Source: an optimization exercise on an open RTL-to-GDS flow (aim: small area and a short achievable clock period). Production flows keep margins and buffers that such runs may drop.
Only simulation tests tie the RTL to the original design; equivalence was not proved.

== job 4673 ==
Design conv2d, start of the top module:
module conv2d #(  parameter DATA_WIDTH = 8,  parameter KERNEL_WIDTH = 8,  parameter IMG_WIDTH = 32,  parameter OUT_WIDTH = 21) (
    input  wire                    CLK,
    input  wire                    RST,
    input  wire                    data_valid_in,
    input  wire [DATA_WIDTH-1:0]   data_in,
    input  wire                    load_kernel,
    input  wire [KERNEL_WIDTH-1:0] kernel,
    output wire [OUT_WIDTH-1:0]    data_out,
    output wire                    valid_out,
    output reg                     load_kernel_done);
localparam NTAP = 4*IMG_WIDTH + 5;        
localparam PW   = DATA_WIDTH*NTAP;
localparam KW   = KERNEL_WIDTH*25;
reg [KW-1:0] kr;
reg [4:0]    counter_load;
wire         k_we = load_kernel & (counter_load < 5'd25);
always @(posedge CLK)
    if (k_we) kr <= {kr[KW-KERNEL_WIDTH-1:0], kernel};
always @(posedge CLK or negedge RST)
    if (!RST) counter_load <= 5'd0;
    else if (load_kernel) counter_load <= counter_load + 5'd1;
always @(posedge CLK or negedge RST)
    if (!RST) load_kernel_done <= 1'b0;
    else if (counter_load == 5'd25) load_kernel_done <= 1'b1;
wire [DATA_WIDTH-1:0] DI = data_in;
reg [PW-1:0] pv;
always @(posedge CLK)
    if (data_valid_in) pv <= {pv[PW-DATA_WIDTH-1:0], DI};
reg [7:0] cnt;
reg       full;
always @(posedge CLK or negedge RST)
    if (!RST) begin
        cnt  <= 8'd0;
        full <= 1'b0;
    end else if (data_valid_in & ~full) begin
        cnt  <= cnt + 8'd1;
        full <= (cnt == NTAP-1);
    end
assign valid_out = data_valid_in & full;
wire [KERNEL_WIDTH-1:0] K0 = kr[KERNEL_WIDTH*24 +: KERNEL_WIDTH];
wire [KERNEL_WIDTH-1:0] K1 = kr[KERNEL_WIDTH*23 +: KERNEL_WIDTH];
wire [KERNEL_WIDTH-1:0] K2 = kr[KERNEL_WIDTH*22 +: KERNEL_WIDTH];
wire [KERNEL_WIDTH-1:0] K3 = kr[KERNEL_WIDTH*21 +: KERNEL_WIDTH];
wire [KERNEL_WIDTH-1:0] K4 = kr[KERNEL_WIDTH*20 +: KERNEL_WIDTH];
wire [KERNEL_WIDTH-1:0] K5 = kr[KERNEL_WIDTH*19 +: KERNEL_WIDTH];
wire [KERNEL_WIDTH-1:0] K6 = kr[KERNEL_WIDTH*18 +: KERNEL_WIDTH];
wire [KERNEL_WIDTH-1:0] K7 = kr[KERNEL_WIDTH*17 +: KERNEL_WIDTH];
wire [KERNEL_WIDTH-1:0] K8 = kr[KERNEL_WIDTH*16 +: KERNEL_WIDTH];
  ...
For scale: roughly 5400 cells after synthesis, roughly 1300 flip-flops, ~43 I/O pins.
clock: 35.0 ns
lec_check: 0
abc_area: 1
cap_margin: 20
core_margin: 2
core_utilization: 40
cts_buf_list: sky130_fd_sc_hd__clkbuf_8
cts_cluster_diameter: 50
cts_cluster_size: 16
slew_margin: 20
standard.sh (not shown) runs the stock make flow with config.mk's settings and CLKGATE_MAP_FILE= SYNTH_SCRIPT=/design/flow/synth_recipe.tcl, a recipe that flattens the netlist after the stock synthesis.
==> flow/flow/run.sh <==
#!/bin/bash
set -euo pipefail
W=$(pwd)
sed '1s/.*/proc synth {args} { yosys synth -nofsm -noshare -noabc {*}$args }/' \
    synth_recipe.tcl > own_synth.tcl
MARGIN=$(cat flow/margin.txt 2>/dev/null || echo 0)
bash standard.sh SYNTH_SCRIPT="$W/own_synth.tcl" SETUP_SLACK_MARGIN="$MARGIN" SKIP_GATE_CLONING=1 finish \
    > own_flow.log 2>&1
==> flow/flow/margin.txt <==
20.7
Job 4673 completed; timing, DRC and antenna clean
Relative to job 4673, the following input files were edited for job 6559:
==> flow/flow/run.sh <==
#!/bin/bash
# Own layout flow: the standard ORFS flow (standard.sh), with these changes.
#  2. Repair steps aim for extra setup slack (SETUP_SLACK_MARGIN, from
#     flow/margin.txt), so that the resizer also works on paths that
#     already meet the 35 ns clock.  Gate cloning is off, so that each input
#     port keeps driving its one input buffer only.
#  3. Port buffers are inserted as buf_1; the resizer sizes them up where
#     timing needs it.
# Every tool's output goes to own_flow.log in this folder and to orfs/logs.
set -euo pipefail
W=$(pwd)
bash flow/mksynth.sh synth_recipe.tcl "$W/flow/abc.script" > own_synth.tcl
MARGIN=$(cat flow/margin.txt)
bash standard.sh SYNTH_SCRIPT="$W/own_synth.tcl" SETUP_SLACK_MARGIN="$MARGIN" \
    SKIP_GATE_CLONING=1 BUFFER_PORTS_ARGS="-buffer_cell sky130_fd_sc_hd__buf_1" finish \
    > own_flow.log 2>&1
==> flow/flow/abc.script (new file) <==
&get -n
&st
&nf
&put
==> flow/flow/mksynth.sh (new file) <==
#!/bin/bash
# usage: mksynth.sh synth_recipe.tcl ABC_SCRIPT > own_synth.tcl
# synth_recipe.tcl with -noabc added to every "synth" call and the final ABC
# mapping run with ABC_SCRIPT instead of ORFS's abc_speed/abc_area script.
sed '1s/.*/proc synth {args} { yosys synth -nofsm -noshare -noabc {*}$args }/' "$1" | {
  IFS= read -r first; printf '%s\n' "$first"
  cat <<EOT
proc abc {args} {
  set i [lsearch -exact \$args -script]
  if {\$i >= 0} { set args [lreplace \$args [expr {\$i + 1}] [expr {\$i + 1}] {$2}] }
  yosys abc {*}\$args
}
EOT
  cat; }
diff --git a/flow/config.mk b/flow/config.mk
--- a/flow/config.mk
+++ b/flow/config.mk
@@ -7,3 +7,2 @@
 export LEC_CHECK = 0
-export ABC_AREA = 1
 export CAP_MARGIN = 20
@@ -12,4 +11,5 @@
 export CTS_BUF_LIST = sky130_fd_sc_hd__clkbuf_8
-export CTS_CLUSTER_DIAMETER = 50
-export CTS_CLUSTER_SIZE = 16
+export CTS_CLUSTER_DIAMETER = 60
+export CTS_CLUSTER_SIZE = 20
+export PLACE_DENSITY = 0.45
 export SLEW_MARGIN = 20
==> run summary <==
- Looking at total global routing track utilization, job 6559 sits 1.3 points below job 4673.
- Global-route wire length before repair down 8.1% in job 6559 wrt job 4673
- Reported for job 4673 and job 6559, cell depth of the worst hold path turned out identical to the last digit.
- Per the comparison of job 6559 with job 4673, via density per instance moved up; worst setup slack moved down.
- Count of flip-flops with a built-in enable after synthesis: job 6559 vs job 4673, no meaningful difference
- Cmp job 4673 and job 6559 / clock transition at the registers of the reported paths / higher: job 6559
> inputs changed (job 6559 -> job 6903)
==> flow/flow/abc.script <==
&get -n
&st
&dch
&nf
&put
diff --git a/flow/config.mk b/flow/config.mk
--- a/flow/config.mk
+++ b/flow/config.mk
@@ -11,5 +11,4 @@
 export CTS_BUF_LIST = sky130_fd_sc_hd__clkbuf_8
-export CTS_CLUSTER_DIAMETER = 60
-export CTS_CLUSTER_SIZE = 20
-export PLACE_DENSITY = 0.45
+export CTS_CLUSTER_DIAMETER = 50
+export CTS_CLUSTER_SIZE = 18
 export SLEW_MARGIN = 20
==> run summary <==
Job 6903 vs job 6559 — sum of met3 wire segment lengths after detailed routing rose 1.3 mm.
Against job 6559, job 6903 reports a count of clock-net buffers in the final layout that is higher.
Max transition at the pin with the smallest max-transition slack across job 6559 and job 6903: job 6559
Modified inputs, job 741 compared to job 6903
==> flow/flow/abc.script <==
&get -n
&st
&nf
&put
==> flow/flow/margin.txt <==
21.0
diff --git a/flow/config.mk b/flow/config.mk
--- a/flow/config.mk
+++ b/flow/config.mk
@@ -11,4 +11,5 @@
 export CTS_BUF_LIST = sky130_fd_sc_hd__clkbuf_8
-export CTS_CLUSTER_DIAMETER = 50
-export CTS_CLUSTER_SIZE = 18
+export CTS_CLUSTER_DIAMETER = 60
+export CTS_CLUSTER_SIZE = 20
+export PLACE_DENSITY = 0.45
 export SLEW_MARGIN = 20
### Flow results
- Job 741 reached the end of the flow, and the finished layout is clean on the timing, design-rule and antenna checks.
- Job 741 against job 6903: initial core utilization flat, final area down 2300 µm², depth of the worst register-to-register path up 1.
- On number of vias in the routed layout: between job 6903 and job 741, it ends up lower for job 741.

========
## run A
conv2d again, from the RTL that the note above started with.
clock: 35.0 ns
lec_check: 0
cap_margin: 20
cell_pad_in_sites_detail_placement: 1
cell_pad_in_sites_global_placement: 1
core_margin: 2
core_utilization: 40
cts_buf_list: sky130_fd_sc_hd__clkbuf_4
cts_cluster_diameter: 40
cts_cluster_size: 12
slew_margin: 20
==> flow/flow/run.sh <==
#!/bin/bash
# Own layout flow: the standard ORFS flow (standard.sh), with these changes.
#  2. Repair steps aim for extra setup slack (SETUP_SLACK_MARGIN, from
#     flow/margin.txt), so that the resizer also works on paths that
#     already meet the 35 ns clock.  Gate cloning is off, so that each input
#     port keeps driving its one input buffer only.
#  3. Port buffers are inserted as buf_1; the resizer sizes them up where
#     timing needs it.
# Every tool's output goes to own_flow.log in this folder and to orfs/logs.
set -euo pipefail
W=$(pwd)
bash flow/mksynth.sh synth_recipe.tcl "$W/flow/abc.script" > own_synth.tcl
MARGIN=$(cat flow/margin.txt)
bash standard.sh SYNTH_SCRIPT="$W/own_synth.tcl" SETUP_SLACK_MARGIN="$MARGIN" \
    SKIP_GATE_CLONING=1 BUFFER_PORTS_ARGS="-buffer_cell sky130_fd_sc_hd__buf_1" finish \
    > own_flow.log 2>&1
==> flow/flow/abc.script <==
&get -n
&st
&nf
&put
==> flow/flow/margin.txt <==
20.7
==> flow/flow/mksynth.sh <==
#!/bin/bash
# usage: mksynth.sh synth_recipe.tcl ABC_SCRIPT > own_synth.tcl
# synth_recipe.tcl with -noabc added to every "synth" call and the final ABC
# mapping run with ABC_SCRIPT instead of ORFS's abc_speed/abc_area script.
sed '1s/.*/proc synth {args} { yosys synth -nofsm -noshare -noabc {*}$args }/' "$1" | {
  IFS= read -r first; printf '%s\n' "$first"
  cat <<EOT
proc abc {args} {
  set i [lsearch -exact \$args -script]
  if {\$i >= 0} { set args [lreplace \$args [expr {\$i + 1}] [expr {\$i + 1}] {$2}] }
  yosys abc {*}\$args
}
EOT
  cat; }
The following lists how run B was set up differently from run A:
- CTS_CLUSTER_SIZE now 20, was 12
- CTS_CLUSTER_DIAMETER now 60, was 40
- CTS_BUF_LIST now sky130_fd_sc_hd__clkbuf_8, was sky130_fd_sc_hd__clkbuf_4
### Flow results
- Detail-routed via count per cell delta for run B relative to run A: about 1% higher
- NOTE routed wire length per instance run A->run B increased slightly
- Global routing usage summed across all routing layers was lower in the run labelled run B.
- Deepest level of the CTS H-tree: run B < run A
- From run B to run A, fraction of the mapped netlist area in compound gates did not move at all.
- Compared run B vs run A, and via count is down in run B.
- Delta (run B minus run A): final period utilization roughly the same, actual slew at the worst max-slew pin lower, maximum clock frequency roughly the same.
Here is what was changed in the inputs of run C compared with run B.
- CTS_CLUSTER_DIAMETER: 60 -> 80
- CTS_BUF_LIST: sky130_fd_sc_hd__clkbuf_8 -> sky130_fd_sc_hd__clkbuf_16
- CTS_CLUSTER_SIZE: 20 -> 30
--- outcome ---
Summary of run C over run B: peak fanout along the critical path stayed essentially flat; global-route usage closely matched the old numbers. Any difference in worst setup slack after layout between run C and run B is small enough to ignore. ~same met2 layer usage reported by global route in run B and run C. Largest stage delay on the critical path of run B is on par with run C. Via count delta (run C -> run B): insignificant. Number of buffers created by CTS for run C is lower than for run B.
Modified inputs, run D compared to run C
- CAP_MARGIN changed from 20 to 10
- CELL_PAD_IN_SITES_DETAIL_PLACEMENT removed (was 1)
- CELL_PAD_IN_SITES_GLOBAL_PLACEMENT removed (was 1)
- CTS_CLUSTER_SIZE changed from 30 to 20
- CTS_BUF_LIST changed from sky130_fd_sc_hd__clkbuf_16 to sky130_fd_sc_hd__clkbuf_8
- CTS_CLUSTER_DIAMETER changed from 80 to 60
- PLACE_DENSITY newly set to 0.45
- SLEW_MARGIN changed from 20 to 10
--- outcome ---
Run D ends up with a wire length of the first global-routing pass that is 2800 um lower than in run C.
Run D and run C ended up with nearly the same number of buffers inserted by port buffering.
On setup slack, run D and run C are neck and neck.
Run D against run C: area taken by flip-flops and latches held.
Diff run C -> run D | wire length | increase of 0.58%
In the final design statistics, run D uses more standard cells in total than run C.

static timing again, ports no longer ideal:
The results above use ideal ports. As a check the final layouts listed here were re-extracted and re-timed, cells and wires unchanged. Step 1 (the two cells are an assumption about what drives the block):
set clk [get_ports {CLK}]
set_driving_cell -lib_cell sky130_fd_sc_hd__clkbuf_16 $clk
set_driving_cell -lib_cell sky130_fd_sc_hd__buf_2 [delete_from_list [all_inputs] $clk]
Step 2 times the ports against the registers' clock, not the clock port: input delays grow and output delays shrink by t, the midpoint of the rising clock arrivals with the driver on. Slacks: no drivers / after step 1 / after step 2; pairs: no drivers / after step 1.
| run | t (ns) | setup slack, ns | latest minus earliest clock arrival (ns) | worst data-port slew with drivers (ns) | cell pins on the clock port's net |
|---|---|---|---|---|---|
| job 4673 | 1.021 | 20.710 / 20.651 / 20.651 | 0.088 / 0.088 | 0.09 | 1 |
| job 6559 | 1.023 | 20.636 / 20.594 / 20.594 | 0.058 / 0.058 | 0.05 | 1 |
| job 6903 | 1.004 | 20.632 / 20.591 / 20.591 | 0.053 / 0.054 | 0.05 | 1 |
| job 741 | 0.998 | 20.640 / 20.600 / 20.600 | 0.096 / 0.096 | 0.05 | 1 |
| run A | 1.349 | 20.634 / 20.592 / 20.592 | 0.127 / 0.127 | 0.05 | 1 |
| run B | 0.997 | 20.633 / 20.591 / 20.591 | 0.067 / 0.066 | 0.05 | 1 |
| run C | 0.840 | 20.635 / 20.593 / 20.593 | 0.056 / 0.056 | 0.05 | 1 |
| run D | 1.022 | 20.636 / 20.594 / 20.594 | 0.058 / 0.058 | 0.05 | 1 |
After both steps setup and hold are still met in every run listed. The setup slack of job 4673, which loses most, moves by -0.059 ns with the drivers and by -0.059 ns with both steps.
